This design comes from an exercise in tuning for small area on the open sky130 flow, not from production work. No activity file was given, so power comes from the tool's default toggle rates.

==> flow/design.v <==
module fb_vin_path (
    input  logic         rstn_i,
    input  logic         vin_clk_i,
    input  logic         vin_hsync_i,
    input  logic         vin_vsync_i,
    input  logic         vin_de_i,
    input  logic         vin_ce_i,
    input  logic [7:0]   vin_r_i,
    input  logic [7:0]   vin_g_i,
    input  logic [7:0]   vin_b_i,
    input  logic [9:0]   vin_width_i,
    input  logic [8:0]   vin_height_i,
    output logic         pack_wr_o,
    output logic [127:0] pack_data_o,
    output logic [9:0]   vin_buf_start_pixel_o,
    output logic [9:0]   vin_buf_start_word_o,
    output logic [8:0]   vin_buf_line_o,
    output logic         vin_buf_data_ready_o,
    output logic         vin_buf_data_flush_o,
    output logic [9:0]   vin_line_length_o,
    output logic [1:0]   vin_frame_slot_o
);
logic       hs1, vs1;
logic [5:0] pos;         
logic       bz;          
logic [8:0] line;        
wire hs_rise  = vin_hsync_i & ~hs1;
wire vs_rise  = vin_vsync_i & ~vs1;
wire acc      = vin_de_i & vin_ce_i;
wire pos_nz   = |pos;
wire burst    = acc & (pos == 6'd47);
wire fl_next  = hs_rise & pos_nz;
wire evt      = burst | fl_next;
wire [9:0] swc = bz ? 10'd0 : vin_buf_start_word_o + 10'd9;
wire [9:0] sw_next = evt ? swc : vin_buf_start_word_o;
logic [9:0] len9;
assign vin_line_length_o = len9 + 10'd9;
wire line_inc  = hs_rise & (pos_nz | (~bz & (vin_buf_start_word_o[5:0] != 6'd55)));
wire [5:0] sw6 = vin_buf_start_word_o[5:0];
wire [5:0] spo = sw6 + {sw6[4:0], 1'b0} + {sw6[2:0], 3'b000} + {sw6[0], 5'b00000};
assign vin_buf_start_pixel_o = {spo, 4'b0000};
always_ff @(posedge vin_clk_i or negedge rstn_i) begin
    if (!rstn_i) begin
        hs1 <= 1'b0;
        vs1 <= 1'b0;
        pos <= '0;
        bz <= 1'b1;
        line <= '0;
        vin_buf_start_word_o <= '0;
        vin_buf_line_o <= '0;
        vin_buf_data_ready_o <= 1'b0;
        vin_buf_data_flush_o <= 1'b0;
        len9 <= 10'h3f7;
        vin_frame_slot_o <= '0;
    end else begin
        hs1 <= vin_hsync_i;
        vs1 <= vin_vsync_i;
        vin_buf_data_ready_o <= burst;
        vin_buf_data_flush_o <= fl_next;
        if (hs_rise)
            pos <= '0;
        else if (acc)
            pos <= (pos == 6'd47) ? 6'd0 : pos + 6'd1;
        if (hs_rise)
            bz <= 1'b1;
        else if (burst)
            bz <= 1'b0;
        vin_buf_start_word_o <= sw_next;
        if (evt) begin
            vin_buf_line_o <= line;
        end
        if (vs_rise)
            line <= '0;
        else if (line_inc)
            line <= line + 9'd1;
        if (line_inc)
            len9 <= sw_next;
        if (vs_rise && (line == vin_height_i))
            vin_frame_slot_o <= (vin_frame_slot_o == 2'd3) ? 2'd1 : vin_frame_slot_o + 2'd1;
    end
end
logic        pw;         
logic [23:0] pix;        
logic [3:0]  align;      
logic        ovf;        
logic [15:0] ovf_data;   
logic        clr;        
wire flush_go = vin_buf_data_flush_o & (align != 4'd0);
logic [2:0] rsel;
always_comb begin
    case (align)
        4'd0, 4'd3, 4'd6, 4'd9, 4'd12, 4'd15: rsel = 3'b001;
        4'd1, 4'd4, 4'd7, 4'd10, 4'd13:       rsel = 3'b010;
        default:                              rsel = 3'b100;
    endcase
    rsel = rsel & {3{~clr}};
end
wire [23:0] lane = ({24{rsel[0]}} & pix)
                 | ({24{rsel[1]}} & {pix[15:0], pix[23:16]})
                 | ({24{rsel[2]}} & {pix[7:0], pix[23:8]});
always_ff @(posedge vin_clk_i or negedge rstn_i) begin
    if (!rstn_i) begin
        pw <= 1'b0;
        align <= '0;
        ovf <= 1'b0;
        pack_wr_o <= 1'b0;
        clr <= 1'b1;
    end else begin
        pw <= acc;
        align <= flush_go ? 4'd0 : (pw ? align + 4'd3 : align);
        ovf <= pw & (align > 4'd13);
        pack_wr_o <= (pw & (align >= 4'd13)) | flush_go;
        clr <= 1'b0;
    end
end
always_ff @(posedge vin_clk_i) begin
    pix <= {vin_r_i, vin_g_i, vin_b_i};
    ovf_data <= lane[23:8];
end
wire [3:0]  pos_lo = 4'b0001 << align[1:0];
wire [3:0]  pos_hi = (4'b0001 << align[3:2]) & {4{pw}};
wire [15:0] wpos;
genvar j;
generate
    for (j = 0; j < 16; j = j + 1) begin : g_pos
        assign wpos[j] = pos_lo[j % 4] & pos_hi[j / 4];
    end
    for (j = 0; j < 16; j = j + 1) begin : g_byte
        wire we = clr | wpos[j] | ((j >= 1) ? wpos[(j + 15) % 16] : 1'b0) | ((j >= 2) ? wpos[(j + 14) % 16] : 1'b0);
        if (j < 2) begin : g_wrap
            wire cp = ovf & (align > j);
            always_ff @(posedge vin_clk_i) begin
                if (cp)
                    pack_data_o[j*8 +: 8] <= ovf_data[j*8 +: 8];
                else if (we)
                    pack_data_o[j*8 +: 8] <= lane[(j%3)*8 +: 8];
            end
        end else begin : g_plain
            always_ff @(posedge vin_clk_i) begin
                if (we)
                    pack_data_o[j*8 +: 8] <= lane[(j%3)*8 +: 8];
            end
        end
    end
endgenerate
endmodule
Settings: LEC_CHECK=0, ABC_AREA=1, CAP_MARGIN=5, CORE_MARGIN=2, CORE_UTILIZATION=40, SLEW_MARGIN=5; clock period 8.0 ns.
standard.sh (not shown) runs the stock make flow with config.mk's settings and CLKGATE_MAP_FILE= SYNTH_SCRIPT=/design/flow/synth_recipe.tcl, a recipe that flattens the netlist after the stock synthesis.
==> flow/flow/run.sh <==
#!/bin/bash
# The standard layout (standard.sh) with three changes:
#  - synthesis is synth_recipe.tcl unchanged except that ABC maps the logic
#    with flow/abc_area_map.script (area-oriented amap) instead of ORFS's
#    abc_area.script; registers are mapped before ABC, so they are the same;
#  - the port buffers use the smallest buffer cell;
#  - clock tree synthesis uses clkbuf_8 leaf buffers on clusters of up to
#    15 registers, without dummy loads.
# All of ORFS's output goes to standard.log in this folder.
set -o pipefail
HERE=$(pwd)
{
  head -n 1 synth_recipe.tcl
  cat <<'EOT'
proc abc {args} {
  set i [lsearch $args -script]
  if {$i >= 0} { set args [lreplace $args [expr {$i + 1}] [expr {$i + 1}] $::env(FLOW_ABC_SCRIPT)] }
  yosys abc {*}$args
}
EOT
  tail -n +2 synth_recipe.tcl
} > flow_synth.tcl
sed "s#SYNTH_SCRIPT=[^ ]*#SYNTH_SCRIPT=$HERE/flow_synth.tcl#" standard.sh > flow_standard.sh
export FLOW_ABC_SCRIPT="$HERE/flow/abc_area_map.script"
export BUFFER_PORTS_ARGS="-buffer_cell sky130_fd_sc_hd__buf_1"
export CTS_ARGS="-sink_clustering_enable -repair_clock_nets -dont_use_dummy_load -buf_list {sky130_fd_sc_hd__clkbuf_8} -sink_clustering_size 15 -sink_clustering_max_diameter 60"
bash flow_standard.sh > standard.log 2>&1
==> flow/flow/abc_area_map.script <==
strash
dc2
dch -f
amap -m
topo
The starting point finished with timing, DRC and antenna clean.
Then changed:
--- a/flow/flow/run.sh
+++ b/flow/flow/run.sh
@@ -6,4 +6,4 @@
 #  - the port buffers use the smallest buffer cell;
-#  - clock tree synthesis uses clkbuf_8 leaf buffers on clusters of up to
-#    15 registers, without dummy loads.
+#  - clock tree synthesis uses clkbuf_4 buffers on clusters of up to
+#    10 registers within 40 um, without dummy loads.
 # All of ORFS's output goes to standard.log in this folder.
@@ -25,3 +25,3 @@
 export BUFFER_PORTS_ARGS="-buffer_cell sky130_fd_sc_hd__buf_1"
-export CTS_ARGS="-sink_clustering_enable -repair_clock_nets -dont_use_dummy_load -buf_list {sky130_fd_sc_hd__clkbuf_8} -sink_clustering_size 15 -sink_clustering_max_diameter 60"
+export CTS_ARGS="-sink_clustering_enable -repair_clock_nets -dont_use_dummy_load -buf_list {sky130_fd_sc_hd__clkbuf_4} -sink_clustering_size 10 -sink_clustering_max_diameter 40"
 bash flow_standard.sh > standard.log 2>&1
- CAP_MARGIN: 5 -> 20
- CORE_UTILIZATION: 40 -> 60
- PLACE_DENSITY: default -> 0.75
- SLEW_MARGIN: 5 -> 20
=> Worst setup slack is worse by 110 ps; sequential power stays flat; fmax went down by 2.3%; via count is higher by 5.7%.
Function was not checked in any run of this note: the RTL went through the layout flow alone.

[re-timing with driven ports]
Ports are ideal in the flow. The routed layouts listed here were re-timed in OpenROAD. Step 1: set_driving_cell puts a clkbuf_16 on vin_clk_i and a buf_2 on each other input, an assumption about the parent block. Step 2 times the ports against the registers' clock, not the clock port: input delays grow and output delays shrink by t, the midpoint of the rising clock arrivals with the driver on. a / b / c = ideal ports / drivers / drivers and shift; a / b = the first two.
| run | t, ns | slack for setup (ns) | cell pins on the clock port's net |
|---|---|---|---|
| the first run | 0.538 | 3.169 / 3.128 / 3.666 | 1 |
| the second run | 0.631 | 3.058 / 3.023 / 3.654 | 1 |
After both steps setup and hold are still met in every run listed.
